Source: an optimization exercise on an open RTL-to-GDS flow (aim: small area). Production flows keep margins and buffers that such runs may drop.
No functional check of the RTL was part of any run shown here.
Power and IR drop assume default switching activity.

<file path="design/flow/run.sh">
#!/bin/bash
# synth_recipe.tcl (not shown) runs the flow's synth.tcl, then flattens the netlist and writes it again
# the make line also repeats each setting of config.mk as NAME=value (left out here)
make -C /OpenROAD-flow-scripts/flow DESIGN_CONFIG=/design/flow/config.mk WORK_HOME=/design/flow/orfs CLKGATE_MAP_FILE= SYNTH_SCRIPT=/design/flow/synth_recipe.tcl finish
</file>
<file path="design/flow/config.mk">
export PLATFORM = sky130hd
export DESIGN_NAME = dualcore
export DESIGN_NICKNAME = dualcore
export VERILOG_FILES = /design/flow/design.v
export SDC_FILE = /design/flow/constraint.sdc
export NUM_CORES = 8
export LEC_CHECK = 0
export CAP_MARGIN = 20
export CORE_MARGIN = 2
export CORE_UTILIZATION = 40
export SLEW_MARGIN = 20
</file>
<file path="design/flow/constraint.sdc">
create_clock -name core_clock -period 10.0 [get_ports {clk}]
set_input_delay 2.0000 -clock core_clock [delete_from_list [all_inputs] [get_ports {clk}]]
set_output_delay 2.0000 -clock core_clock [all_outputs]
set_load 0.01 [all_outputs]
</file>
<file path="design/flow/design.v">
module processor(
    input clk,
    input reset,
    input [24-1:0]  instruction,
    output reg[16-1:0] data,
    output[8-1:0]          pcCounter,
    output [2-1:0] rwToMem,
    output [16-1:0] addrToMem,
    output [16-1:0] dataToMem,
    input wire cacheEn,
    input wire[16-1:0] dataFromMem
);
reg[8-1:0]          counter;
reg[2-1:0] state;
reg[16-1:0]        regFile[4-1:0];
wire[4-1:0] op        = instruction[23:20];
wire[1:0] ri                 = instruction[17:16];
wire[16-1:0] insData = instruction[15:0];
wire [16-1:0] rdata  = regFile[ri];
assign pcCounter = counter;
wire inMem = (state == 2'd2);
assign rwToMem   = inMem ? {1'b0, op[1]} : 2'd2;
assign addrToMem = insData;
assign dataToMem = rdata;
always @(posedge clk) begin
    if(reset) begin
        data       <= 0;
        counter    <= 0;
        state      <= 2'd0;
        regFile[0] <= 0;
        regFile[1] <= 0;
        regFile[2] <= 0;
        regFile[3] <= 0;
    end
    else case(state)
        2'd0: state <= 2'd1;
        2'd1: case(op)
            4'd0: begin counter <= counter + 1'b1; state <= 2'd0; end
            4'd3: begin regFile[ri] <= insData; counter <= counter + 1'b1; state <= 2'd0; end
            4'd4: begin data <= rdata; counter <= counter + 1'b1; state <= 2'd0; end
            4'd1, 4'd2: state <= 2'd2;
            default: state <= 2'd3;
        endcase
        2'd2: if(cacheEn) begin
            if(!op[1]) regFile[ri] <= dataFromMem;
            counter <= counter + 1'b1;
            state   <= 2'd0;
        end
        default: ;
    endcase
end
endmodule
module cache(
    input clk,
    input reset,
    input[2-1:0] rwFromCPU,
    input[16-1:0]    addrFromCPU,
    input[16-1:0]    dataFromCPU,
    input[16-1:0]    dataFromMem,
    input                 memEn,
    input                 havMsgFromCache,
    input                 allowReadFromCache,
    input                 rmFromCache,
    input                 wmFromCache,
    input[16-1:0] allowReadFromCacheAddr,
    input[16-1:0] addrFromCache,
    output reg                    cacheEnToCPU,
    output [16-1:0]    dataToCPU,
    output [2-1:0] rwToMem,
    output [16-1:0]    addrToMem,
    output [16-1:0]    dataToMem,
    output reg havMsgToCache,
    output reg allowReadToCache,
    output reg[16-1:0] allowReadToCacheAddr,
    output [16-1:0] addrToCache,
    output reg rmToCache,
    output reg wmToCache
);
reg [4-1:0] state;
reg [16-1:0]  addr;
reg [16-1:0]  cacheLine;
reg stall;
reg bcTag;    
wire isInvalid = (state == 4'hb) || (state == 4'hc) || (state == 4'hd);
wire idel      = (rwFromCPU == 2'd2);
wire match     = (addrFromCPU == addr);
wire rm        = (rwFromCPU == 2'd0  ) && (isInvalid  || !match);
wire rh        = (rwFromCPU == 2'd0  ) && (!isInvalid && match);
wire wm        = (rwFromCPU == 2'd1  ) && (isInvalid  || !match);
wire wh        = (rwFromCPU == 2'd1  ) && (!isInvalid && match);
wire snoop     = havMsgFromCache && (addrFromCache == addr);
wire snoopRm   = snoop && rmFromCache;
wire snoopWm   = snoop && wmFromCache;
wire okOther   = allowReadFromCache || allowReadFromCacheAddr != addrFromCPU;
wire okOwn     = allowReadFromCache || allowReadToCacheAddr   != addrFromCPU;
wire isWB = (state == 4'h2) || (state == 4'h3) ||
            (state == 4'h4)  || (state == 4'h5);
wire isRD = (state == 4'h6) || (state == 4'h7) || (state == 4'h9) ||
            (state == 4'ha) || (state == 4'hc) || (state == 4'hd);
assign rwToMem     = isWB ? 2'd1 : isRD ? 2'd0 : 2'd2;
assign addrToMem   = isWB ? addr : addrFromCPU;
assign dataToMem   = cacheLine;
assign dataToCPU   = cacheLine;
assign addrToCache = bcTag ? addr : addrFromCPU;
always @(posedge clk) begin
    if(reset) begin
        cacheEnToCPU         <= 0;
        havMsgToCache        <= 0;
        allowReadToCache     <= 1;
        rmToCache            <= 0;
        wmToCache            <= 0;
        state                <= 4'hb;
        cacheLine            <= 0;
        stall                <= 0;
        addr                 <= 0;
        allowReadToCacheAddr <= 0;
        bcTag                <= 1;
    end
    else begin
        cacheEnToCPU <= 0;
        case(state)
            4'h1: begin
                if(snoopRm) begin
                    havMsgToCache        <= 0;
                    allowReadToCache     <= 0;
                    allowReadToCacheAddr <= addr;
                    rmToCache            <= 0;
                    wmToCache            <= 0;
                    stall                <= 0;
                    state                <= 4'h2;
                end
                else if(snoopWm) begin
                    havMsgToCache        <= 0;
                    allowReadToCache     <= 0;
                    allowReadToCacheAddr <= addr;
                    stall                <= 0;
                    state                <= 4'h3;
                end
                else if(rh) begin
                    cacheEnToCPU         <= 1;
                    havMsgToCache        <= 0;
                    allowReadToCache     <= 1;
                    allowReadToCacheAddr <= 0;
                    rmToCache            <= 0;
                    wmToCache            <= 0;
                    stall                <= 0;
                end
                else if(wh) begin
                    cacheEnToCPU         <= 1;
                    havMsgToCache        <= 0;
                    allowReadToCache     <= 0;
                    allowReadToCacheAddr <= 0;
                    rmToCache            <= 0;
                    wmToCache            <= 0;
                    stall                <= 0;
                    cacheLine            <= dataFromCPU;
                end
                else if(rm) begin
                    havMsgToCache        <= 1;
                    allowReadToCache     <= 0;
                    allowReadToCacheAddr <= addr;
                    bcTag                <= 0;
                    rmToCache            <= 1;
                    wmToCache            <= 0;
                    stall                <= 0;
                    state                <= 4'h5;
                end
                else if(wm) begin
                    havMsgToCache        <= 1;
                    allowReadToCache     <= 0;
                    allowReadToCacheAddr <= addr;
                    bcTag                <= 0;
                    rmToCache            <= 0;
                    wmToCache            <= 1;
                    stall                <= 0;
                    state                <= 4'h4;
                end
            end
            4'h2: begin
                if(memEn) begin
                    allowReadToCache <= 1;
                    state            <= 4'h8;
                end
                else
                    allowReadToCache <= 0;
            end
            4'h3: begin
                if(memEn) begin
                    state            <= 4'hb;
                    allowReadToCache <= 1;
                    stall            <= !idel;
                end
            end
            4'h4: begin
                if(memEn && okOther) begin
                    allowReadToCache     <= 0;
                    allowReadToCacheAddr <= addrFromCPU;
                    state                <= 4'h6;
                end
            end
            4'h5: begin
                if(memEn)
                    state <= 4'h7;
            end
            4'h6: begin
                if(memEn) begin
                    addr          <= addrFromCPU;
                    cacheLine     <= dataFromCPU;
                    cacheEnToCPU  <= 1;
                    havMsgToCache <= 0;
                    wmToCache     <= 0;
                    bcTag         <= 1;
                    state         <= 4'h1;
                end
            end
            4'h7: begin
                if(memEn) begin
                    cacheLine        <= dataFromMem;
                    addr             <= addrFromCPU;
                    cacheEnToCPU     <= 1;
                    allowReadToCache <= 1;
                    havMsgToCache    <= 0;
                    rmToCache        <= 0;
                    bcTag            <= 1;
                    state            <= 4'h8;
                end
            end
            4'h8: begin
                if(snoopRm) begin
                end
                else if(snoopWm) begin
                    state <= 4'hb;
                end
                else if(rh) begin
                    cacheEnToCPU <= 1;
                end
                else if(wh) begin
                    cacheLine    <= dataFromCPU;
                    cacheEnToCPU <= 1;
                    state        <= 4'h1;
                end
                else if(rm) begin
                    havMsgToCache <= 1;
                    rmToCache     <= 1;
                    bcTag         <= 0;
                    if(okOther)
                        state <= 4'h9;
                end
                else if(wm) begin
                    havMsgToCache <= 1;
                    wmToCache     <= 1;
                    bcTag         <= 0;
                    if(okOwn) begin
                        state                <= 4'ha;
                        allowReadToCache     <= 0;
                        allowReadToCacheAddr <= addrFromCPU;
                    end
                end
                else begin
                    havMsgToCache <= 0;
                    wmToCache     <= 0;
                    rmToCache     <= 0;
                end
            end
            4'h9: begin
                if(memEn) begin
                    cacheLine     <= dataFromMem;
                    addr          <= addrFromCPU;
                    cacheEnToCPU  <= 1;
                    havMsgToCache <= 0;
                    rmToCache     <= 0;
                    bcTag         <= 1;
                    state         <= 4'h8;
                end
            end
            4'ha: begin
                if(memEn) begin
                    addr          <= addrFromCPU;
                    cacheLine     <= dataFromCPU;
                    cacheEnToCPU  <= 1;
                    havMsgToCache <= 0;
                    rmToCache     <= 0;
                    bcTag         <= 1;
                    state         <= 4'h1;
                end
            end
            4'hb: begin
                if(rm) begin
                    havMsgToCache <= 1;
                    rmToCache     <= 1;
                    bcTag         <= 0;
                    if(okOwn) begin
                        if(!stall)
                            state <= 4'hc;
                        else
                            stall <= 0;
                    end
                end
                else if(wm) begin
                    havMsgToCache <= 1;
                    wmToCache     <= 1;
                    bcTag         <= 0;
                    if(okOther) begin
                        if(!stall) begin
                            state                <= 4'hd;
                            allowReadToCache     <= 0;
                            allowReadToCacheAddr <= addrFromCPU;
                        end
                        else
                            stall <= 0;
                    end
                end
                else
                    havMsgToCache <= 0;
            end
            4'hc: begin
                if(memEn) begin
                    cacheLine    <= dataFromMem;
                    addr         <= addrFromCPU;
                    cacheEnToCPU <= 1;
                    rmToCache    <= 0;
                    bcTag        <= 1;
                    state        <= 4'h8;
                end
            end
            4'hd: begin
                if(memEn) begin
                    addr          <= addrFromCPU;
                    cacheLine     <= dataFromCPU;
                    cacheEnToCPU  <= 1;
                    havMsgToCache <= 0;
                    wmToCache     <= 0;
                    bcTag         <= 1;
                    state         <= 4'h1;
                end
            end
            default: ;
        endcase
    end
end
endmodule
module memBus(
    input clk,
    input reset,
    input wire[2-1:0] rwFromCacheA,
    input wire[16-1:0]    addrFromCacheA,
    input wire[16-1:0]    dataFromCacheA,
    output reg[16-1:0]    dataToCacheA,
    output memEnA,
    input wire[2-1:0] rwFromCacheB,
    input wire[16-1:0]    addrFromCacheB,
    input wire[16-1:0]    dataFromCacheB,
    output reg[16-1:0]    dataToCacheB,
    output memEnB
);
reg [2:0] phase;     
reg       isWr;
reg       prefer;    
reg       cs;        
reg       memEn;
reg [4:0] maddr;
reg [4:0] ph;
assign memEnA = memEn & ~cs;
assign memEnB = memEn &  cs;
wire reqA = (rwFromCacheA != 2'd2);
wire reqB = (rwFromCacheB != 2'd2);
wire selB = prefer ? reqB : !reqA;
always @(posedge clk) begin
    if(reset) begin
        phase  <= 0;
        isWr   <= 0;
        prefer <= 0;
        cs     <= 0;
        memEn  <= 0;
        maddr  <= 0;
    end
    else case(phase)
        3'd0: begin
            memEn <= 0;
            if(reqA || reqB) begin
                cs    <= selB;
                isWr  <= selB ? rwFromCacheB == 2'd1 : rwFromCacheA == 2'd1;
                maddr <= selB ? addrFromCacheB[4:0] : addrFromCacheA[4:0];
                phase <= 1;
            end
        end
        3'd6: begin
            memEn  <= 1;
            prefer <= ~cs;
            phase  <= 7;
        end
        3'd7: phase <= 0;
        default: phase <= phase + 1'b1;
    endcase
end
localparam integer NT = 6;
localparam [29:0] TAPS = {5'd27, 5'd22, 5'd16, 5'd11, 5'd6, 5'd0};
reg [16-1:0] ring [0:31];
reg [31:0] valid;
always @(posedge clk) begin
    if(reset) ph <= 0;
    else      ph <= ph + 1'b1;
end
wire busy = (phase != 0) && (phase != 7);
wire [4:0] pos  = maddr + ph;
wire [4:0] posw = pos + 1'b1;
wire [16-1:0] wdata = cs ? dataFromCacheB : dataFromCacheA;
reg [16-1:0] rdata;
reg hit;
integer j;
always @* begin
    rdata = 0;
    hit   = 0;
    for(j = 0; j < NT; j = j + 1)
        if(pos == TAPS[5*j +: 5]) begin
            hit = 1;
            rdata = valid[TAPS[5*j +: 5]] ? ring[TAPS[5*j +: 5]] : 0;
        end
end
genvar p;
generate for(p = 0; p < 32; p = p + 1) begin : g_ring
    localparam integer PREV = (p + 31) % 32;
    localparam IS_TAP = (p == 0) || (p == 6) || (p == 11) || (p == 16) || (p == 22) || (p == 27);
    wire ins = IS_TAP && busy && isWr && (posw == p);
    always @(posedge clk) begin
        ring[p]  <= ins ? wdata : ring[PREV];
        valid[p] <= reset ? 1'b0 : ins ? 1'b1 : valid[PREV];
    end
end endgenerate
always @(posedge clk) begin
    if(reset) begin
        dataToCacheA <= 0;
        dataToCacheB <= 0;
    end
    else if(busy && !isWr && hit) begin
        if(cs) dataToCacheB <= rdata;
        else   dataToCacheA <= rdata;
    end
end
endmodule
module dualcore(
    input clk,
    input reset,
    input  [24-1:0]  ins_code1_proc1,
    input  [24-1:0]  ins_code2_proc2,
    output [8-1:0]   pc_proc1_code1,
    output [8-1:0]   pc_proc2_code2,
    output [16-1:0] dataOut1,
    output [16-1:0] dataOut2
);
wire[2-1:0] rw_P1_C1,rw_P2_C2;
wire                  en_C1_P1,en_C2_P2;
wire [16-1:0] addr_P1_C1,addr_P2_C2;
wire [16-1:0] data_P1_C1,data_P2_C2;
wire [16-1:0] data_C1_P1,data_C2_P2;
wire[16-1:0]data_M_C1,data_M_C2;
wire en_M_C1,en_M_C2;
wire[2-1:0]rw_C1_M,rw_C2_M;
wire[16-1:0] addr_C1_M,addr_C2_M;
wire[16-1:0] data_C1_M,data_C2_M;
wire msg_C2_C1,msg_C1_C2;
wire allowRead_C2_C1,allowRead_C1_C2;
wire [16-1:0] allowReadAddr_C1_C2,allowReadAddr_C2_C1;
wire[16-1:0] addr_C2_C1,addr_C1_C2;
wire rm_C2_C1,rm_C1_C2,wm_C2_C1,wm_C1_C2;
processor P1(
    .clk(clk), .reset(reset),
    .instruction(ins_code1_proc1), .data(dataOut1), .pcCounter(pc_proc1_code1),
    .rwToMem(rw_P1_C1), .addrToMem(addr_P1_C1), .dataToMem(data_P1_C1),
    .cacheEn(en_C1_P1), .dataFromMem(data_C1_P1)
);
processor P2(
    .clk(clk), .reset(reset),
    .instruction(ins_code2_proc2), .data(dataOut2), .pcCounter(pc_proc2_code2),
    .rwToMem(rw_P2_C2), .addrToMem(addr_P2_C2), .dataToMem(data_P2_C2),
    .cacheEn(en_C2_P2), .dataFromMem(data_C2_P2)
);
cache C1(
    .clk(clk), .reset(reset),
    .rwFromCPU(rw_P1_C1), .addrFromCPU(addr_P1_C1), .dataFromCPU(data_P1_C1),
    .cacheEnToCPU(en_C1_P1), .dataToCPU(data_C1_P1),
    .dataFromMem(data_M_C1), .memEn(en_M_C1), .rwToMem(rw_C1_M),
    .addrToMem(addr_C1_M), .dataToMem(data_C1_M),
    .havMsgFromCache(msg_C2_C1), .allowReadFromCache(allowRead_C2_C1),
    .allowReadFromCacheAddr(allowReadAddr_C2_C1), .addrFromCache(addr_C2_C1),
    .rmFromCache(rm_C2_C1), .wmFromCache(wm_C2_C1),
    .havMsgToCache(msg_C1_C2), .allowReadToCache(allowRead_C1_C2),
    .allowReadToCacheAddr(allowReadAddr_C1_C2), .addrToCache(addr_C1_C2),
    .rmToCache(rm_C1_C2), .wmToCache(wm_C1_C2)
);
cache C2(
    .clk(clk), .reset(reset),
    .rwFromCPU(rw_P2_C2), .addrFromCPU(addr_P2_C2), .dataFromCPU(data_P2_C2),
    .cacheEnToCPU(en_C2_P2), .dataToCPU(data_C2_P2),
    .dataFromMem(data_M_C2), .memEn(en_M_C2), .rwToMem(rw_C2_M),
    .addrToMem(addr_C2_M), .dataToMem(data_C2_M),
    .havMsgFromCache(msg_C1_C2), .allowReadFromCache(allowRead_C1_C2),
    .allowReadFromCacheAddr(allowReadAddr_C1_C2), .addrFromCache(addr_C1_C2),
    .rmFromCache(rm_C1_C2), .wmFromCache(wm_C1_C2),
    .havMsgToCache(msg_C2_C1), .allowReadToCache(allowRead_C2_C1),
    .allowReadToCacheAddr(allowReadAddr_C2_C1), .addrToCache(addr_C2_C1),
    .rmToCache(rm_C2_C1), .wmToCache(wm_C2_C1)
);
memBus mb(
    .clk(clk), .reset(reset),
    .rwFromCacheA(rw_C1_M), .addrFromCacheA(addr_C1_M), .dataFromCacheA(data_C1_M),
    .dataToCacheA(data_M_C1), .memEnA(en_M_C1),
    .rwFromCacheB(rw_C2_M), .addrFromCacheB(addr_C2_M), .dataFromCacheB(data_C2_M),
    .dataToCacheB(data_M_C2), .memEnB(en_M_C2)
);
endmodule
</file>
==> results.py, run 1 <==
metrics = {
    "synth": {
        "mappedNetlistArea_sq_um": 31600,
        "post_synth_num_cell_types": 78,
        "postSynthCellCount": 2916,
        "synth-seq-cells": 891,
        "postSynthNetCount": 2986,
        "synth_seq_area_share_pct": 60.4,
        "postSynthAreaPerCell_sq_um": 10.8,
        "synth-edff-count": 128,
        "yosysTopAreaCellShare_pct": 48.3,
        "synthFlopType": "sky130_fd_sc_hd__dfxtp_1",
        "synth_async_sr_flop_share_pct": 0,
        "synthesis.yosys.warnings": 4,
        "synth_top_area_cell": "sky130_fd_sc_hd__dfxtp_1",
        "synth_top_cells_by_area": "sky130_fd_sc_hd__dfxtp_1, sky130_fd_sc_hd__edfxtp_1, sky130_fd_sc_hd__mux2i_1, sky130_fd_sc_hd__nor2_1, sky130_fd_sc_hd__xor2_1",
    },
    "flow_run": {
        "max_cap_viol_count": 0,
    },
    "setup_path": {
        "slowest_stage_cell_cp": "sky130_fd_sc_hd__clkdlybuf4s50_1",
        "worstSetupPathType": "primary input to flop",
        "crit_path_end_kind": "flop",
        "crit_arrival_ns": 6.02,
        "worst_path_largest_cell_delay_ns": 0.70,
        "timing.critical_path.cells": "clkdlybuf4s50_1 > mux2_2 > nor3b_1 > o2111ai_1 > nor4_4 > a211oi_1 > nor4_1 > and3_2 > nor2_1 > a311oi_1",
        "crit_path_max_fanout": 32,
        "critPathRequiredTime_ns": 10.52,
        "worstRegToRegCells": 9,
        "critPathLaunchType": "primary input",
    },
    "run_status": {
        "run_status": "complete, no violations",
    },
    "route": {
        "drt_pass1_iterations": 5,
        "remaining_drc_errors": 0,
        "drt_wl_total_mm": 87.5,
        "wl_per_cell_um": 21.5,
        "starting_drt_drc_count": 1965,
        "final_antenna_net_count": 0,
        "route.vias.total": 21900,
        "drt-vias-per-instance": 5.39,
    },
    "placed_design": {
        "detailed_place.area_sq_um": 33500,
        "post-dp-hpwl_mm": 59.0,
        "port-buffer-count": 93,
        "dp_cells": 3906,
        "replace_congestion": 0.879,
    },
    "clock_network": {
        "postCtsResizedCells": 0,
        "cts_made_buffers": 89,
        "clockBufferDepth": 3,
        "clkSlewWorstSetupHoldPaths_ns": 0.06,
        "cts-root-buf": "sky130_fd_sc_hd__clkbuf_16",
        "ctsHtreeMaxLevel": 3,
        "cts_hold_buffers": 0,
        "clock-sinks": 891,
        "post_cts_buffers": 0,
        "clock_insertion_delay_worst_skew_ns": 0.67,
        "tritoncts_clock_tree": "yes",
    },
    "die": {
        "die_width_um": 285,
        "ios": 98,
        "initial_core_util_pct": 40.2,
        "placeable_core_area_sq_um": 78600,
        "rows": 103,
        "area_of_the_die_sq_um": 81300,
        "chipHeight_um": 285,
    },
    "global_route": {
        "globalRouteTotalUtil_pct": 21.1,
        "via_count_of_the_first_global_routing_pass": 21600,
        "largest_net_degree_at_the_start_of_global_routing": 101,
        "antenna_found_initial": 4,
        "globalRouteOverflowTotal": 0,
        "grt_pass1_wl_mm": 132,
    },
    "sta": {
        "timing.final.crit_period_ns": 5.50,
        "max_freq_ghz": 0.182,
        "clock-skew-final_ns": 0.0699,
        "min_period_over_period_pct": 55.0,
        "setup-violations-final": 0,
        "rel_slew_slack_pct": 21.1,
        "final.setup.tns_ns": 0,
        "rsz0062_at_grt": "no",
        "final_max_slew_viol_count": 0,
        "final_hold_viol_count": 0,
        "timing.hold.ws_ns": 0.299,
        "max_slew.worst_pin.slew_ns": 1.18,
    },
    "power_and_ir_drop": {
        "leakagePower_nw": 13.8,
        "power_density_over_the_cells_nw_per_um2": 250,
        "overall_power_after_layout_mw": 9.10,
        "irDropWorstVdd_uv": 171,
    },
    "layout": {
        "mostFrequentLayoutCell": "sky130_fd_sc_hd__dfxtp_1",
        "layout_common_cells": "sky130_fd_sc_hd__dfxtp_1, sky130_fd_sc_hd__nor2_1, sky130_fd_sc_hd__nand2_1, sky130_fd_sc_hd__mux2i_1, sky130_fd_sc_hd__a21oi_1",
        "synthToLayoutAreaGrowth_pct": 15.1,
        "finalNonFillerCells": 4071,
        "drive_above_1_share_pct": 8.62,
        "final_net_count": 3017,
        "finish.instance_area_sq_um": 36400,
    },
    "hold_path": {
        "hold_path_class": "flop to flop",
        "min_delay_path_depth": 0,
    },
}
power by group:
group | switching, mW | internal, mW
Sequential | 0.181 | 3.82
Combinational | 1.13 | 0.686
Clock | 1.41 | 1.87
Total | 2.72 | 6.37
cell families after synthesis:
| group | count (synthesis) | share of synthesized area [%] |
|---|---|---|
| multiplexers | 220 | 8.26 |
| XOR/XNOR | 156 | 4.32 |
| adder cells (fa/ha/maj) | 20 | 0.815 |
| AO/OA/AOI/OAI | 511 | 10.9 |
| AND/OR/NAND/NOR | 882 | 12.2 |
| buffers and inverters | 236 | 3.04 |
| flip-flops | 891 | 60.4 |
area by class of cell:
cell class	instances	area, sq um
repair buffers	140	1290
clock inverters	27	385
fillers	7187	42200
multi-input cells	1789	11600
diodes	4	10.0
flip-flops and latches	891	19100
well taps	1050	1310
clock buffers	134	2560
inverters	36	135
layer usage:
layer / part of all wire (%) / track usage, %
met5: 0 / 0
met1: 46 / 29.7
met2: 45 / 33.2
met4: 3.1 / 7.46
met3: 5.7 / 3.03
cells in the mapped netlist, types with 7 or more instances:
| cell | instances |
|---|---|
| sky130_fd_sc_hd__dfxtp_1 | 763 |
| sky130_fd_sc_hd__nor2_1 | 420 |
| sky130_fd_sc_hd__nand2_1 | 250 |
| sky130_fd_sc_hd__mux2i_1 | 180 |
| sky130_fd_sc_hd__a21oi_1 | 173 |
| sky130_fd_sc_hd__clkbuf_1 | 171 |
| sky130_fd_sc_hd__edfxtp_1 | 128 |
| sky130_fd_sc_hd__xor2_1 | 114 |
| sky130_fd_sc_hd__o21ai_0 | 88 |
| sky130_fd_sc_hd__a211oi_1 | 45 |
| sky130_fd_sc_hd__xnor2_1 | 42 |
| sky130_fd_sc_hd__a311oi_1 | 38 |
| sky130_fd_sc_hd__nor2b_1 | 37 |
| sky130_fd_sc_hd__inv_1 | 33 |
| sky130_fd_sc_hd__a222oi_1 | 32 |
| sky130_fd_sc_hd__mux4_2 | 32 |
| sky130_fd_sc_hd__nand3_1 | 32 |
| sky130_fd_sc_hd__nor3_1 | 30 |
| sky130_fd_sc_hd__a22o_1 | 28 |
| sky130_fd_sc_hd__ha_1 | 19 |
| sky130_fd_sc_hd__nand4_1 | 19 |
| sky130_fd_sc_hd__nor4_1 | 19 |
| sky130_fd_sc_hd__a211oi_2 | 14 |
| sky130_fd_sc_hd__and3_1 | 14 |
| sky130_fd_sc_hd__nand2b_1 | 14 |
| sky130_fd_sc_hd__a31oi_1 | 11 |
| sky130_fd_sc_hd__buf_1 | 10 |
| sky130_fd_sc_hd__o211ai_1 | 10 |
| sky130_fd_sc_hd__a22oi_1 | 8 |
| sky130_fd_sc_hd__buf_2 | 8 |
| sky130_fd_sc_hd__and2_1 | 7 |
| sky130_fd_sc_hd__buf_6 | 7 |
| sky130_fd_sc_hd__mux2_2 | 7 |
| sky130_fd_sc_hd__or3_1 | 7 |
stage by stage:
stage          utilization (%)  setup slack (ns)
6_report                  46.3              4.50
4_1_cts                   46.3              4.26
3_5_place_dp              42.6              3.60
2_1_floorplan                -              5.33
5_1_grt                   46.3              4.37
3_3_place_gp              42.6              3.77
final timing paths:
check,startpoint,end,slack [ns]
max,ins_code1_proc1[4],C2.allowReadToCacheAddr[4]$_SDFFE_PP0P_,4.50
min,mb.ring[13][5]$_DFF_P_,mb.ring[14][5]$_DFF_P_,0.30
max reg2reg,C1.bcTag$_SDFFE_PP1P_,C2.allowReadToCacheAddr[4]$_SDFFE_PP0P_,5.62
min reg2reg,mb.ring[13][5]$_DFF_P_,mb.ring[14][5]$_DFF_P_,0.30
state kept, by name (all words and copies together) (netlist names), 2 cells and up:
name / flops
P1.counter: 8
P2.regFile: 64
mb.phase: 3
C2.state: 4
C1.addr: 16
P1.data: 16
P2.data: 16
mb.valid: 32
C2.addr: 16
C1.allowReadToCacheAddr: 16
P1.state: 2
P2.counter: 8
C1.state: 4
mb.dataToCacheA: 16
C2.allowReadToCacheAddr: 16
C2.cacheLine: 16
P2.state: 2
mb.dataToCacheB: 16
P1.regFile: 64
C1.cacheLine: 16
mb.maddr: 5
mb.ring: 512
mb.ph: 5
critical path, delay by kind of cell:
family / cells / cell delay [ns]
AO/OA/AOI/OAI: 3 / 0.81
buffers and inverters: 1 / 0.70
multiplexers: 1 / 0.42
AND/OR/NAND/NOR: 5 / 2.07
==> run 2, diff against run 1 <==
--- a/design/flow/config.mk
+++ b/design/flow/config.mk
@@ -5,6 +5,7 @@
 export SDC_FILE = /design/flow/constraint.sdc
 export NUM_CORES = 8
 export LEC_CHECK = 0
+export ABC_AREA = 1
 export CAP_MARGIN = 20
 export CORE_MARGIN = 2
 export CORE_UTILIZATION = 40
==> results.py, run 2 <==
metrics = {
    "setup_path": {
        "worst_path_largest_cell_delay_ns": 0.86,
        "slowest_stage_cell_cp": "sky130_fd_sc_hd__clkdlybuf4s50_1",
        "critPathRequiredTime_ns": 10.53,
        "worstSetupPathType": "primary input to flop",
        "timing.critical_path.cells": "clkdlybuf4s50_1 > inv_1 > nand2_1 > nand4_1 > nor3_1 > nand3_2 > nand3_1 > nand2_1 > nor2_1 > nand2_1 > nor2_1 > nand3_2 > nor2_1 > nor2_1",
        "crit_arrival_ns": 5.61,
        "critPathLaunchType": "primary input",
        "crit_path_end_kind": "flop",
        "crit_path_max_fanout": 32,
        "timing.critical_path.mode_cell": "sky130_fd_sc_hd__nor2_1",
    },
    "sta": {
        "min_period_over_period_pct": 50.8,
        "final_hold_viol_count": 0,
        "timing.final.crit_period_ns": 5.08,
        "max_slew.worst_pin.slew_ns": 1.16,
        "final.setup.tns_ns": 0,
        "rel_slew_slack_pct": 22.4,
        "max_freq_ghz": 0.197,
        "rsz0062_at_grt": "no",
        "clock-skew-final_ns": 0.0665,
        "final_max_slew_viol_count": 0,
        "setup-violations-final": 0,
    },
    "power_and_ir_drop": {
        "power.share.switching_pct": 33.3,
        "leakagePower_nw": 15.5,
        "irDropWorstVdd_uv": 153,
        "power.combinational.fraction_pct": 23.7,
        "power.net_switching_mw": 3.24,
        "seq_power_share_pct": 42.4,
        "power.share.clock_pct": 34.0,
        "internal_power_mw": 6.47,
        "power_density_over_the_cells_nw_per_um2": 257,
    },
    "clock_network": {
        "postCtsResizedCells": 0,
        "clock-sinks": 891,
        "clockBufferDepth": 3,
        "clkSlewWorstSetupHoldPaths_ns": 0.06,
        "clock_insertion_delay_worst_skew_ns": 0.67,
        "tritoncts_clock_tree": "yes",
        "cts_hold_buffers": 0,
        "ctsHtreeMaxLevel": 3,
        "post_cts_buffers": 0,
        "cts_made_buffers": 88,
        "cts-root-buf": "sky130_fd_sc_hd__clkbuf_16",
    },
    "layout": {
        "mostFrequentLayoutCell": "sky130_fd_sc_hd__nand2_1",
        "regMostFlops": "mb.ring",
        "final_net_count": 4002,
        "largest_register_ffs": 512,
        "drive_above_1_share_pct": 5.80,
        "largestRegisters": "mb.ring: 512 flops, P1.regFile: 64 flops, P2.regFile: 64 flops",
        "layout_common_cells": "sky130_fd_sc_hd__nand2_1, sky130_fd_sc_hd__dfxtp_1, sky130_fd_sc_hd__nor2_1, sky130_fd_sc_hd__inv_1, sky130_fd_sc_hd__o21ai_0",
        "antennaDiodeCount": 0,
        "synthToLayoutAreaGrowth_pct": 14.2,
        "utilization_pct": 46.0,
        "finalNonFillerCells": 5070,
    },
    "die": {
        "initial_core_util_pct": 40.3,
        "ios": 98,
        "area_of_the_die_sq_um": 84900,
        "chipHeight_um": 291,
        "die_width_um": 291,
        "rows": 105,
        "placeable_core_area_sq_um": 82000,
    },
    "global_route": {
        "via_count_of_the_first_global_routing_pass": 23700,
        "globalRouteOverflowTotal": 0,
        "antenna_found_initial": 4,
        "globalRouteTotalUtil_pct": 21.5,
        "largest_net_degree_at_the_start_of_global_routing": 77,
        "grt_pass1_wl_mm": 141,
    },
    "synth": {
        "synth_seq_area_share_pct": 57.9,
        "synthesis.yosys.warnings": 4,
        "synth_async_sr_flop_share_pct": 0,
        "yosysTopAreaCellShare_pct": 46.2,
        "synth-seq-cells": 891,
        "postSynthNetCount": 3967,
        "postSynthAreaPerCell_sq_um": 8.48,
        "synth.most_common_cell": "sky130_fd_sc_hd__nand2_1",
        "ys_top_cells_by_count": "sky130_fd_sc_hd__nand2_1, sky130_fd_sc_hd__dfxtp_1, sky130_fd_sc_hd__nor2_1, sky130_fd_sc_hd__inv_1, sky130_fd_sc_hd__o21ai_0",
        "mappedNetlistArea_sq_um": 33000,
        "post_synth_num_cell_types": 62,
        "synth-edff-count": 128,
        "synth_top_cells_by_area": "sky130_fd_sc_hd__dfxtp_1, sky130_fd_sc_hd__edfxtp_1, sky130_fd_sc_hd__nand2_1, sky130_fd_sc_hd__nor2_1, sky130_fd_sc_hd__o21ai_0",
        "synth_top_area_cell": "sky130_fd_sc_hd__dfxtp_1",
        "postSynthCellCount": 3897,
        "synthFlopType": "sky130_fd_sc_hd__dfxtp_1",
    },
    "run_status": {
        "run_status": "complete, no violations",
    },
    "placed_design": {
        "port-buffer-count": 93,
        "dp_cells": 4912,
        "replace_congestion": 0.961,
        "post-dp-hpwl_mm": 63.6,
    },
    "route": {
        "wl_per_cell_um": 18.4,
        "final_antenna_net_count": 0,
        "starting_drt_drc_count": 2416,
        "route.vias.total": 25800,
        "drt_wl_total_mm": 93.1,
        "drt_pass1_iterations": 5,
        "drt-vias-per-instance": 5.10,
        "remaining_drc_errors": 0,
    },
    "flow_run": {
        "max_cap_viol_count": 0,
    },
    "hold_path": {
        "hold_path_class": "flop to flop",
    },
}
==> run 2: metal layers <==
layer / global-route usage (%) / wire, um / up-vias
met5: 0 / 12 / -
met4: 6.36 / 2540 / 2
met3: 3.21 / 6250 / 159
met2: 33.3 / 41000 / 815
met1: 31.0 / 43300 / 12100
li1: - / - / 12800
==> run 2: final timing paths <==
kind,start,end,slack [ns],depth (start not counted)
worst max-delay path,ins_code2_proc2[13],C2.allowReadToCacheAddr[13]$_SDFFE_PP0P_,4.92,14
worst min-delay path,mb.ring[18][2]$_DFF_P_,mb.ring[19][2]$_DFF_P_,0.28,0
worst max register to register,P2.state[1]$_SDFFE_PP0P_,P2.regFile[1][6]$_SDFFCE_PN0P_,6.01,12
worst min register to register,mb.ring[18][2]$_DFF_P_,mb.ring[19][2]$_DFF_P_,0.28,0
==> run 2: layout make-up <==
cell class,instances,area (sq um)
Fill cell,8054,44200
Multi-Input combinational cell,2460,11800
Clock inverter,28,369
Timing Repair Buffer,119,1120
Clock buffer,130,2570
Inverter,372,1400
Sequential cell,891,19100
Tap cell,1070,1340
==> run 2: logic make-up after synthesis <==
| family | after synthesis | synth area share, % |
|---|---|---|
| xor+xnor | 50 | 1.35 |
| flops | 891 | 57.9 |
| compound gates | 711 | 12.2 |
| fa+ha+maj | 20 | 0.780 |
| simple gates | 1679 | 21.2 |
| buf+inv | 546 | 6.56 |
==> run 2: power groups by stage <==
stage,Clock [mW],Combinational (mW),Sequential [mW]
floorplan,0,1.69,4.10
global placement,0,2.24,4.18
detailed placement,0,2.26,4.19
CTS,3.36,2.27,4.11
global route,3.50,2.57,4.14
finish,3.30,2.30,4.11
==> run 2: critical path, delay by kind of cell <==
family                 cells  cell delay (ns)
buffers and inverters      2             1.09
and+or+nand+nor           12             2.48
==> run 2: per-stage QoR <==
stage          worst slack, ns  total power [mW]  hold slack [ns]  instance area, sq um
5_1_grt                   4.70              10.2            0.282                 37700
3_5_place_dp              4.33              6.45            0.312                 34800
4_1_cts                   5.02              9.74            0.271                 37700
6_report                  4.92              9.70            0.280                 37700
2_1_floorplan             5.89              5.79            0.310                 33000
3_3_place_gp              4.35              6.43            0.310                 34800
==> run 3, diff against run 2 <==
--- a/design/flow/config.mk
+++ b/design/flow/config.mk
@@ -8,5 +8,6 @@
 export ABC_AREA = 1
 export CAP_MARGIN = 20
 export CORE_MARGIN = 2
-export CORE_UTILIZATION = 40
+export CORE_UTILIZATION = 60
+export CTS_BUF_LIST = sky130_fd_sc_hd__clkbuf_4
 export SLEW_MARGIN = 20
==> results.py, run 3 <==
metrics = {
    "run_status": {
        "run_status": "complete, no violations",
    },
    "sta": {
        "setup-violations-final": 0,
        "clock-skew-final_ns": 0.0688,
        "final.setup.tns_ns": 0,
        "max_slew.worst_pin.slew_ns": 1.17,
        "rsz0062_at_grt": "no",
        "final_max_slew_viol_count": 0,
        "rel_slew_slack_pct": 21.6,
        "timing.final.crit_period_ns": 4.72,
        "final_hold_viol_count": 0,
        "min_period_over_period_pct": 47.2,
        "max_freq_ghz": 0.212,
    },
    "route": {
        "wl_per_cell_um": 19.1,
        "remaining_drc_errors": 0,
        "route.vias.total": 27500,
        "drt_wl_total_mm": 93.7,
        "drt_pass1_iterations": 6,
        "starting_drt_drc_count": 2724,
        "drt-vias-per-instance": 5.60,
        "final_antenna_net_count": 0,
    },
    "setup_path": {
        "path_buf_inv": 3,
        "worst_path_largest_cell_delay_ns": 0.81,
        "crit_path_max_fanout": 33,
        "timing.critical_path.cells": "clkdlybuf4s50_1 > nor2_1 > nand3_1 > buf_4 > nand2_1 > inv_1 > nor2_1 > nand2_1 > nand2_1",
        "cp_top_family": "simple AND/OR/NAND/NOR gates",
        "timing.critical_path.mode_cell": "sky130_fd_sc_hd__nand2_1",
        "critPathLaunchType": "primary input",
        "worstSetupPathType": "primary input to flop",
        "crit_arrival_ns": 5.37,
        "slowest_stage_cell_cp": "sky130_fd_sc_hd__nand2_1",
        "crit_path_end_kind": "flop",
        "critPathRequiredTime_ns": 10.65,
    },
    "die": {
        "die_width_um": 239,
        "chipHeight_um": 239,
        "rows": 86,
        "placeable_core_area_sq_um": 54800,
        "area_of_the_die_sq_um": 56900,
        "initial_core_util_pct": 60.3,
        "ios": 98,
    },
    "clock_network": {
        "clkSlewWorstSetupHoldPaths_ns": 0.06,
        "cts_made_buffers": 207,
        "ctsHtreeMaxLevel": 4,
        "postCtsResizedCells": 0,
        "clockBufferDepth": 3,
        "tritoncts_clock_tree": "yes",
        "post_cts_buffers": 0,
        "clock_insertion_delay_worst_skew_ns": 1.07,
        "cts-root-buf": "sky130_fd_sc_hd__clkbuf_4",
        "cts_hold_buffers": 0,
        "clock-sinks": 891,
    },
    "layout": {
        "final_net_count": 4122,
        "layout_common_cells": "sky130_fd_sc_hd__nand2_1, sky130_fd_sc_hd__dfxtp_1, sky130_fd_sc_hd__nor2_1, sky130_fd_sc_hd__inv_1, sky130_fd_sc_hd__o21ai_0",
        "drive_above_1_share_pct": 9.96,
        "largestRegisters": "mb.ring: 512 flops, P1.regFile: 64 flops, P2.regFile: 64 flops",
        "regMostFlops": "mb.ring",
        "synthToLayoutAreaGrowth_pct": 11.8,
        "fillerInstances": 4475,
        "mostFrequentLayoutCell": "sky130_fd_sc_hd__nand2_1",
        "largest_register_ffs": 512,
    },
    "synth": {
        "post_synth_num_cell_types": 62,
        "postSynthCellCount": 3897,
        "synth-seq-cells": 891,
        "postSynthAreaPerCell_sq_um": 8.48,
        "synth_top_cells_by_area": "sky130_fd_sc_hd__dfxtp_1, sky130_fd_sc_hd__edfxtp_1, sky130_fd_sc_hd__nand2_1, sky130_fd_sc_hd__nor2_1, sky130_fd_sc_hd__o21ai_0",
        "mappedNetlistArea_sq_um": 33000,
        "synthFlopType": "sky130_fd_sc_hd__dfxtp_1",
        "synth-edff-count": 128,
        "ys_top_cells_by_count": "sky130_fd_sc_hd__nand2_1, sky130_fd_sc_hd__dfxtp_1, sky130_fd_sc_hd__nor2_1, sky130_fd_sc_hd__inv_1, sky130_fd_sc_hd__o21ai_0",
        "synth_seq_area_share_pct": 57.9,
        "synthesis.yosys.warnings": 4,
        "synth.most_common_cell": "sky130_fd_sc_hd__nand2_1",
        "synth_top_area_cell": "sky130_fd_sc_hd__dfxtp_1",
        "yosysTopAreaCellShare_pct": 46.2,
        "postSynthNetCount": 3967,
        "synth_async_sr_flop_share_pct": 0,
    },
    "hold_path": {
        "hold_path_class": "flop to flop",
    },
    "global_route": {
        "grt_pass1_wl_mm": 144,
        "globalRouteOverflowTotal": 0,
        "via_count_of_the_first_global_routing_pass": 26300,
        "antenna_found_initial": 3,
        "largest_net_degree_at_the_start_of_global_routing": 71,
        "globalRouteTotalUtil_pct": 32.9,
    },
    "power_and_ir_drop": {
        "power_density_over_the_cells_nw_per_um2": 251,
        "overall_power_after_layout_mw": 9.29,
        "irDropWorstVdd_uv": 164,
        "leakagePower_nw": 15.6,
    },
    "flow_run": {
        "max_cap_viol_count": 0,
    },
    "placed_design": {
        "replace_congestion": 0.989,
        "port-buffer-count": 93,
        "post-dp-hpwl_mm": 63.7,
    },
}
run 3: cell type report:
type | instances | area, sq um | share of cell area [%]
Antenna cell | 4 | 10.0 | 0.0271
Clock buffer | 298 | 2240 | 6.05
Clock inverter | 54 | 349 | 0.945
Inverter | 372 | 1400 | 3.79
Multi-Input combinational cell | 2460 | 11800 | 32.0
Sequential cell | 891 | 19100 | 51.7
Tap cell | 704 | 881 | 2.38
Timing Repair Buffer | 120 | 1140 | 3.09
run 3: layer usage:
metal | track usage, % | routed length, um | share of wire (%) | vias up
met5 | 0 | 0 | 0 | -
met4 | 13.8 | 2940 | 3.1 | 0
met3 | 7.77 | 8360 | 8.9 | 187
met2 | 51.2 | 42400 | 45 | 1183
met1 | 44.2 | 40000 | 43 | 12900
li1 | - | - | - | 13200
run 3: cells by family (layout without fill, tap and decap cells):
family          Yosys count  in the layout  synth area share (%)
simple gates           1679           1679                  21.2
buf+inv                 546            844                  6.56
xor+xnor                 50             50                  1.35
compound gates          711            711                  12.2
flops                   891            891                  57.9
other cells               0              4                     0
fa+ha+maj                20             20                 0.780
run 3: final timing paths:
kind / depth (start not counted) / start / endpoint / slack [ns]
worst max-delay path: 9 / ins_code1_proc1[21] / P1.regFile[1][15]$_SDFFCE_PN0P_ / 5.28
worst max register to register: 13 / P2.state[0]$_SDFFE_PP0P_ / P2.regFile[0][1]$_SDFFCE_PN0P_ / 5.93
worst min-delay path: 0 / mb.ring[8][8]$_DFF_P_ / mb.ring[9][8]$_DFF_P_ / 0.28
worst min register to register: 0 / mb.ring[8][8]$_DFF_P_ / mb.ring[9][8]$_DFF_P_ / 0.28
run 3: where the power goes:
| group | total [mW] | internal (mW) | switching, mW | leakage (nW) |
|---|---|---|---|---|
| combinational | 2.34 | 0.725 | 1.61 | 6.58 |
| sequential | 4.13 | 3.89 | 0.243 | 7.49 |
| clock | 2.83 | 1.39 | 1.44 | 1.52 |
run 3: through the flow:
step	std cells	worst slack [ns]	utilization, %	hold WS [ns]	cell area, sq um
global route	4903	5.18	67.5	0.281	36900
global placement	4545	4.34	62.6	0.310	34300
CTS	4898	5.47	67.4	0.284	36900
finish	4903	5.28	67.5	0.285	36900
detailed placement	4546	4.33	62.7	0.312	34300
floorplan	3897	5.89	-	0.310	33000
==> run 4, diff against run 3 <==
==> design/flow/config.mk (replaced) <==
export PLATFORM = sky130hd
export DESIGN_NAME = dualcore
export DESIGN_NICKNAME = dualcore
export VERILOG_FILES = /design/flow/design.v
export SDC_FILE = /design/flow/constraint.sdc
export NUM_CORES = 8
export LEC_CHECK = 0
export CAP_MARGIN = 20
export CORE_MARGIN = 2
export CORE_UTILIZATION = 40
export CTS_BUF_LIST = sky130_fd_sc_hd__clkbuf_16
export CTS_CLUSTER_DIAMETER = 60
export CTS_CLUSTER_SIZE = 25
export SLEW_MARGIN = 20
==> results.py, run 4 <==
metrics = {
    "layout": {
        "seqCellArea_sq_um": 19100,
        "mostFrequentLayoutCell": "sky130_fd_sc_hd__dfxtp_1",
        "fillerInstances": 7288,
        "finalNonFillerCells": 4013,
        "area_of_the_multi_input_gates_sq_um": 11600,
        "final_net_count": 2988,
        "regMostFlops": "mb.ring",
        "synthToLayoutAreaGrowth_pct": 12.2,
        "largestRegisters": "mb.ring: 512 flops, P1.regFile: 64 flops, P2.regFile: 64 flops",
        "largest_register_ffs": 512,
        "utilization_pct": 45.1,
        "drive_above_1_share_pct": 7.64,
        "layout_common_cells": "sky130_fd_sc_hd__dfxtp_1, sky130_fd_sc_hd__nor2_1, sky130_fd_sc_hd__nand2_1, sky130_fd_sc_hd__mux2i_1, sky130_fd_sc_hd__a21oi_1",
    },
    "placed_design": {
        "port-buffer-count": 93,
        "replace_congestion": 0.879,
        "post-dp-hpwl_mm": 59.0,
        "dp_cells": 3906,
    },
    "synth": {
        "synth_top_area_cell": "sky130_fd_sc_hd__dfxtp_1",
        "synthFlopType": "sky130_fd_sc_hd__dfxtp_1",
        "postSynthCellCount": 2916,
        "yosysTopAreaCellShare_pct": 48.3,
        "synth-seq-cells": 891,
        "synth.most_common_cell": "sky130_fd_sc_hd__dfxtp_1",
        "synthesis.yosys.warnings": 4,
        "synth_top_cells_by_area": "sky130_fd_sc_hd__dfxtp_1, sky130_fd_sc_hd__edfxtp_1, sky130_fd_sc_hd__mux2i_1, sky130_fd_sc_hd__nor2_1, sky130_fd_sc_hd__xor2_1",
        "synth_seq_area_share_pct": 60.4,
        "postSynthAreaPerCell_sq_um": 10.8,
        "synth_async_sr_flop_share_pct": 0,
        "post_synth_num_cell_types": 78,
        "ys_top_cells_by_count": "sky130_fd_sc_hd__dfxtp_1, sky130_fd_sc_hd__nor2_1, sky130_fd_sc_hd__nand2_1, sky130_fd_sc_hd__mux2i_1, sky130_fd_sc_hd__a21oi_1",
        "mappedNetlistArea_sq_um": 31600,
        "postSynthNetCount": 2986,
        "synth-edff-count": 128,
    },
    "setup_path": {
        "critPathLaunchType": "primary input",
        "worstSetupPathType": "primary input to flop",
        "crit_arrival_ns": 6.03,
        "critPathRequiredTime_ns": 10.53,
        "rrSetupSlack_ns": 5.59,
        "worstRegToRegCells": 9,
        "crit_path_max_fanout": 32,
        "reg2reg_from": "C1.bcTag$_SDFFE_PP1P_",
        "crit_path_end_kind": "flop",
        "critical_path.reg2reg.endpoint": "C2.allowReadToCacheAddr[4]$_SDFFE_PP0P_",
    },
    "route": {
        "drt_pass1_iterations": 5,
        "remaining_drc_errors": 0,
        "drt-vias-per-instance": 5.41,
        "wl_per_cell_um": 21.6,
        "starting_drt_drc_count": 2070,
        "final_antenna_net_count": 0,
        "route.vias.total": 21700,
        "drt_wl_total_mm": 86.6,
    },
    "sta": {
        "min_period_over_period_pct": 55.0,
        "final.setup.tns_ns": 0,
        "clock-skew-final_ns": 0.0689,
        "setup-violations-final": 0,
        "timing.hold.ws_ns": 0.295,
        "final_hold_viol_count": 0,
        "rel_slew_slack_pct": 20.1,
        "rsz0062_at_grt": "no",
        "max_slew.worst_pin.slew_ns": 1.20,
        "final_max_slew_viol_count": 0,
        "timing.final.crit_period_ns": 5.50,
        "max_freq_ghz": 0.182,
    },
    "clock_network": {
        "cts_made_buffers": 60,
        "cts_hold_buffers": 0,
        "clock-sinks": 891,
        "ctsHtreeMaxLevel": 2,
        "post_cts_buffers": 0,
        "clockBufferDepth": 3,
        "clkSlewWorstSetupHoldPaths_ns": 0.10,
        "cts-root-buf": "sky130_fd_sc_hd__clkbuf_16",
        "clock_insertion_delay_worst_skew_ns": 0.69,
        "postCtsResizedCells": 0,
        "tritoncts_clock_tree": "yes",
    },
    "power_and_ir_drop": {
        "power_density_over_the_cells_nw_per_um2": 236,
        "leakagePower_nw": 13.4,
        "overall_power_after_layout_mw": 8.37,
        "irDropWorstVdd_uv": 183,
    },
    "hold_path": {
        "min_delay_path_depth": 0,
        "min_to": "mb.ring[13][5]$_DFF_P_",
        "hp-start": "mb.ring[12][5]$_DFF_P_",
        "hold_path_class": "flop to flop",
    },
    "die": {
        "placeable_core_area_sq_um": 78600,
        "rows": 103,
        "die_width_um": 285,
        "area_of_the_die_sq_um": 81300,
        "ios": 98,
        "initial_core_util_pct": 40.2,
        "chipHeight_um": 285,
    },
    "flow_run": {
        "max_cap_viol_count": 0,
    },
    "global_route": {
        "antenna_found_initial": 4,
        "globalRouteOverflowTotal": 0,
        "globalRouteTotalUtil_pct": 20.9,
        "grt_pass1_wl_mm": 131,
        "largest_net_degree_at_the_start_of_global_routing": 101,
        "via_count_of_the_first_global_routing_pass": 21200,
    },
    "run_status": {
        "run_status": "complete, no violations",
    },
}
-- run 4: cell types whose count changed after synthesis, moves of 53 or more --
cell	delta
sky130_fd_sc_hd__o21ai_0	-240
sky130_fd_sc_hd__mux2i_1	+180
sky130_fd_sc_hd__nand2_1	-609
sky130_fd_sc_hd__xor2_1	+93
sky130_fd_sc_hd__inv_1	-330
sky130_fd_sc_hd__nand3_1	-184
sky130_fd_sc_hd__nor2_1	-53
-- run 4: how the worst max path moves through the flow --
stage	start	cells after the start	to
2_1_floorplan	ins_code2_proc2[21]	8	P2.regFile[1][0]$_SDFFCE_PN0P_
3_3_place_gp	ins_code1_proc1[4]	10	C2.allowReadToCacheAddr[2]$_SDFFE_PP0P_
3_5_place_dp	ins_code1_proc1[4]	10	C2.allowReadToCacheAddr[4]$_SDFFE_PP0P_
4_1_cts	ins_code1_proc1[4]	10	C2.allowReadToCacheAddr[4]$_SDFFE_PP0P_
5_1_grt	ins_code1_proc1[4]	10	C2.allowReadToCacheAddr[1]$_SDFFE_PP0P_
6_report	ins_code1_proc1[4]	10	C2.allowReadToCacheAddr[4]$_SDFFE_PP0P_
-- run 4: where the power goes --
part / switching [mW] / leakage, nW / internal (mW)
sequential: 0.180 / 7.48 / 3.81
combinational: 1.13 / 4.92 / 0.686
clock: 1.34 / 1.00 / 1.22
-- run 4: through the flow --
step           setup slack (ns)  instance area, sq um
6_report                   4.50                 35500
3_3_place_gp               3.77                 33500
3_5_place_dp               3.60                 33500
2_1_floorplan              5.33                 31600
4_1_cts                    4.26                 35500
5_1_grt                    4.36                 35500
-- run 4: layer usage --
layer / routed length, um / global-route usage [%] / vias up
li1: - / - / 10200
met1: 40600 / 29.7 / 10700
met2: 39200 / 32.8 / 645
met3: 4200 / 2.38 / 152
met4: 2740 / 7.32 / 0
met5: 0 / 0 / -
-- run 4: cell type report --
type / count / share of cell area, %
Sequential cell: 891 / 53.9
Multi-Input combinational cell: 1789 / 32.7
Clock buffer: 61 / 4.30
Tap cell: 1050 / 3.70
Timing Repair Buffer: 140 / 3.63
Clock inverter: 42 / 1.38
Inverter: 36 / 0.381
Antenna cell: 4 / 0.0282
-- run 4: logic make-up after synthesis --
kind of cell / after synthesis / synth area share (%)
AOI/OAI and AO/OA: 511 / 10.9
xor gates and xnor gates: 156 / 4.32
adders and majority gates: 20 / 0.815
buffers and inverters: 236 / 3.04
DFF: 891 / 60.4
muxes: 220 / 8.26
and+or+nand+nor: 882 / 12.2
-- run 4: worst max-delay path, stage by stage --
cell	delay, ns
sky130_fd_sc_hd__clkdlybuf4s50_1	0.69
sky130_fd_sc_hd__mux2_2	0.42
sky130_fd_sc_hd__nor3b_1	0.20
sky130_fd_sc_hd__o2111ai_1	0.24
sky130_fd_sc_hd__nor4_4	0.62
sky130_fd_sc_hd__a211oi_1	0.30
sky130_fd_sc_hd__nor4_1	0.49
sky130_fd_sc_hd__and3_2	0.67
sky130_fd_sc_hd__nor2_1	0.09
sky130_fd_sc_hd__a311oi_1	0.28
==> run 5, diff against run 4 <==
--- a/design/flow/config.mk
+++ b/design/flow/config.mk
@@ -8,7 +8,7 @@
 export CAP_MARGIN = 20
 export CORE_MARGIN = 2
 export CORE_UTILIZATION = 40
-export CTS_BUF_LIST = sky130_fd_sc_hd__clkbuf_16
-export CTS_CLUSTER_DIAMETER = 60
-export CTS_CLUSTER_SIZE = 25
+export CTS_BUF_LIST = sky130_fd_sc_hd__clkbuf_8
+export CTS_CLUSTER_DIAMETER = 50
+export CTS_CLUSTER_SIZE = 20
 export SLEW_MARGIN = 20
==> results.py, run 5 <==
metrics = {
    "placed_design": {
        "port-buffer-count": 93,
        "post-dp-hpwl_mm": 59.0,
        "dp_cells": 3906,
        "replace_congestion": 0.879,
    },
    "setup_path": {
        "crit_arrival_ns": 5.99,
        "worstSetupPathType": "primary input to flop",
        "slowest_stage_cell_cp": "sky130_fd_sc_hd__clkdlybuf4s50_1",
        "worst_path_largest_cell_delay_ns": 0.71,
        "crit_path_end_kind": "flop",
        "timing.critical_path.cells": "clkdlybuf4s50_1 > mux2_2 > nor3b_1 > o2111ai_1 > nor4_4 > a211oi_1 > nor4_1 > and3_2 > nor2_1 > a311oi_1",
        "critPathLaunchType": "primary input",
        "rrSetupSlack_ns": 5.67,
        "crit_path_max_fanout": 32,
        "critPathRequiredTime_ns": 10.62,
    },
    "die": {
        "initial_core_util_pct": 40.2,
        "chipHeight_um": 285,
        "area_of_the_die_sq_um": 81300,
        "rows": 103,
        "ios": 98,
        "placeable_core_area_sq_um": 78600,
        "die_width_um": 285,
    },
    "synth": {
        "postSynthNetCount": 2986,
        "synth_seq_area_share_pct": 60.4,
        "ys_top_cells_by_count": "sky130_fd_sc_hd__dfxtp_1, sky130_fd_sc_hd__nor2_1, sky130_fd_sc_hd__nand2_1, sky130_fd_sc_hd__mux2i_1, sky130_fd_sc_hd__a21oi_1",
        "synth_top_area_cell": "sky130_fd_sc_hd__dfxtp_1",
        "synthesis.yosys.warnings": 4,
        "postSynthCellCount": 2916,
        "mappedNetlistArea_sq_um": 31600,
        "synth_top_cells_by_area": "sky130_fd_sc_hd__dfxtp_1, sky130_fd_sc_hd__edfxtp_1, sky130_fd_sc_hd__mux2i_1, sky130_fd_sc_hd__nor2_1, sky130_fd_sc_hd__xor2_1",
        "synth-seq-cells": 891,
        "yosysTopAreaCellShare_pct": 48.3,
        "post_synth_num_cell_types": 78,
        "synth_async_sr_flop_share_pct": 0,
        "synth.most_common_cell": "sky130_fd_sc_hd__dfxtp_1",
        "postSynthAreaPerCell_sq_um": 10.8,
        "synth-edff-count": 128,
        "synthFlopType": "sky130_fd_sc_hd__dfxtp_1",
    },
    "sta": {
        "timing.final.crit_period_ns": 5.36,
        "clock-skew-final_ns": 0.0961,
        "min_period_over_period_pct": 53.6,
        "setup-violations-final": 0,
        "final.setup.tns_ns": 0,
        "final_hold_viol_count": 0,
        "max_slew.worst_pin.slew_ns": 1.16,
        "max_freq_ghz": 0.186,
        "rsz0062_at_grt": "no",
        "rel_slew_slack_pct": 22.4,
        "final_max_slew_viol_count": 0,
    },
    "route": {
        "wl_per_cell_um": 21.5,
        "drt_pass1_iterations": 5,
        "drt_wl_total_mm": 87.4,
        "remaining_drc_errors": 0,
        "final_antenna_net_count": 0,
        "route.vias.total": 22000,
        "drt-vias-per-instance": 5.40,
        "starting_drt_drc_count": 1947,
    },
    "global_route": {
        "met3_usage_pct": 3.10,
        "via_count_of_the_first_global_routing_pass": 21600,
        "globalRouteTotalUtil_pct": 21.1,
        "largest_net_degree_at_the_start_of_global_routing": 101,
        "grt_most_used_layer": "met2",
        "met2_track_utilization_from_global_routing_pct": 33.2,
        "globalRouteOverflowTotal": 0,
        "antenna_found_initial": 5,
        "grt_util_met1_pct": 29.7,
        "grt_pass1_wl_mm": 132,
    },
    "layout": {
        "largestRegisters": "mb.ring: 512 flops, P1.regFile: 64 flops, P2.regFile: 64 flops",
        "area_of_the_multi_input_gates_sq_um": 11600,
        "regMostFlops": "mb.ring",
        "seqCellArea_sq_um": 19100,
        "finalNonFillerCells": 4073,
        "layout_common_cells": "sky130_fd_sc_hd__dfxtp_1, sky130_fd_sc_hd__nor2_1, sky130_fd_sc_hd__nand2_1, sky130_fd_sc_hd__mux2i_1, sky130_fd_sc_hd__a21oi_1",
        "synthToLayoutAreaGrowth_pct": 12.5,
        "final_net_count": 3014,
        "largest_register_ffs": 512,
        "fillerInstances": 7287,
        "mostFrequentLayoutCell": "sky130_fd_sc_hd__dfxtp_1",
        "drive_above_1_share_pct": 9.51,
    },
    "power_and_ir_drop": {
        "irDropWorstVdd_uv": 164,
        "leakagePower_nw": 13.5,
        "power_density_over_the_cells_nw_per_um2": 236,
    },
    "clock_network": {
        "postCtsResizedCells": 0,
        "clockBufferDepth": 3,
        "clock-sinks": 891,
        "clock_insertion_delay_worst_skew_ns": 0.76,
        "clkSlewWorstSetupHoldPaths_ns": 0.10,
        "ctsHtreeMaxLevel": 3,
        "post_cts_buffers": 0,
        "cts_hold_buffers": 0,
        "cts-root-buf": "sky130_fd_sc_hd__clkbuf_8",
        "tritoncts_clock_tree": "yes",
        "cts_made_buffers": 86,
    },
    "flow_run": {
        "max_cap_viol_count": 0,
    },
    "run_status": {
        "run_status": "complete, no violations",
    },
    "hold_path": {
        "hold_path_class": "flop to flop",
    },
}
run 5: cell types whose count changed in the layout (fill, tap and decap cells not counted), sizes merged:
cell      change
clkinv        +5
clkbuf       +34
diode         +1
bufinv        +5
inv           +8
clkinvlp      +7
run 5: worst paths after layout:
kind,from,endpoint,cells after the start
hold reg to reg,mb.ring[25][12]$_DFF_P_,mb.ring[26][12]$_DFF_P_,0
hold / removal,mb.ring[25][12]$_DFF_P_,mb.ring[26][12]$_DFF_P_,0
setup / recovery,ins_code1_proc1[4],C2.allowReadToCacheAddr[6]$_SDFFE_PP0P_,10
setup reg to reg,C2.bcTag$_SDFFE_PP1P_,C1.allowReadToCacheAddr[0]$_SDFFE_PP0P_,10
run 5: where the power goes:
part,internal (mW),leakage (nW),switching (mW),total (mW)
registers,3.81,7.48,0.180,3.99
logic,0.686,4.92,1.13,1.81
clock network,1.16,1.06,1.43,2.59
total,5.66,13.5,2.74,8.40
run 5: stage by stage:
stage / instance area, sq um / worst slack [ns] / total power [mW] / utilization [%] / hold slack (ns)
finish: 35600 / 4.64 / 8.40 / 45.3 / 0.301
global route: 35600 / 4.49 / 8.79 / 45.3 / 0.305
CTS: 35600 / 4.38 / 8.44 / 45.3 / 0.296
detailed placement: 33500 / 3.60 / 5.87 / 42.6 / 0.312
global placement: 33500 / 3.77 / 5.84 / 42.6 / 0.309
floorplan: 31600 / 5.33 / 5.42 / - / 0.310
run 5: cell families (layout without fill, tap and decap cells):
kind of cell	count (synthesis)	count (layout)	synth area share (%)
xor+xnor	156	156	4.32
flops	891	891	60.4
simple gates	882	882	12.2
buf+inv	236	338	3.04
compound gates	511	511	10.9
fa+ha+maj	20	20	0.815
mux	220	220	8.26
other cells	0	5	0
run 5: worst max-delay path: cells and delay by family:
| family | cells | cell delay (ns) |
|---|---|---|
| buffers and inverters | 1 | 0.71 |
| AOI/OAI and AO/OA | 3 | 0.80 |
| and+or+nand+nor | 5 | 2.02 |
| muxes | 1 | 0.42 |
run 5: area by class of cell:
cell class | instances | area share [%]
Sequential cell | 891 | 53.7
Multi-Input combinational cell | 1789 | 32.6
Tap cell | 1050 | 3.69
Clock buffer | 95 | 3.67
Timing Repair Buffer | 140 | 3.62
Clock inverter | 67 | 2.28
Inverter | 36 | 0.380
Antenna cell | 5 | 0.0352
run 5: layer usage:
layer	vias to the layer above	wire length [um]
met1	10900	40000
li1	10300	-
met5	-	0
met3	167	4850
met4	0	2900
met2	699	39600

==> static timing again, ports no longer ideal <==
No port has a modelled driver above. Below, the same layouts with a new extraction and two added sets of constraints. Step 1: set_driving_cell puts a clkbuf_16 on clk and a buf_2 on each other input, an assumption about the parent block. Step 2 also shifts input and output timing later by t, the mid clock arrival at the registers, as if the neighbouring blocks saw the same clock. Slacks: ideal ports / drivers / drivers and shift; pairs: ideal ports / drivers.
run | t (ns) | setup slack, ns | latest minus earliest clock arrival (ns)
run 1 | 0.711 | 4.502 / 4.492 / 3.781 | 0.070 / 0.070
run 2 | 0.702 | 4.918 / 4.955 / 4.253 | 0.067 / 0.066
run 3 | 1.090 | 5.285 / 5.320 / 4.231 | 0.069 / 0.069
run 4 | 0.722 | 4.500 / 4.486 / 3.765 | 0.071 / 0.071
run 5 | 0.788 | 4.636 / 4.622 / 3.833 | 0.106 / 0.107
After both steps setup and hold are still met in every run listed. For run 3, which loses most, drivers alone change the setup slack by +0.035 ns; drivers and shift together by -1.054 ns.
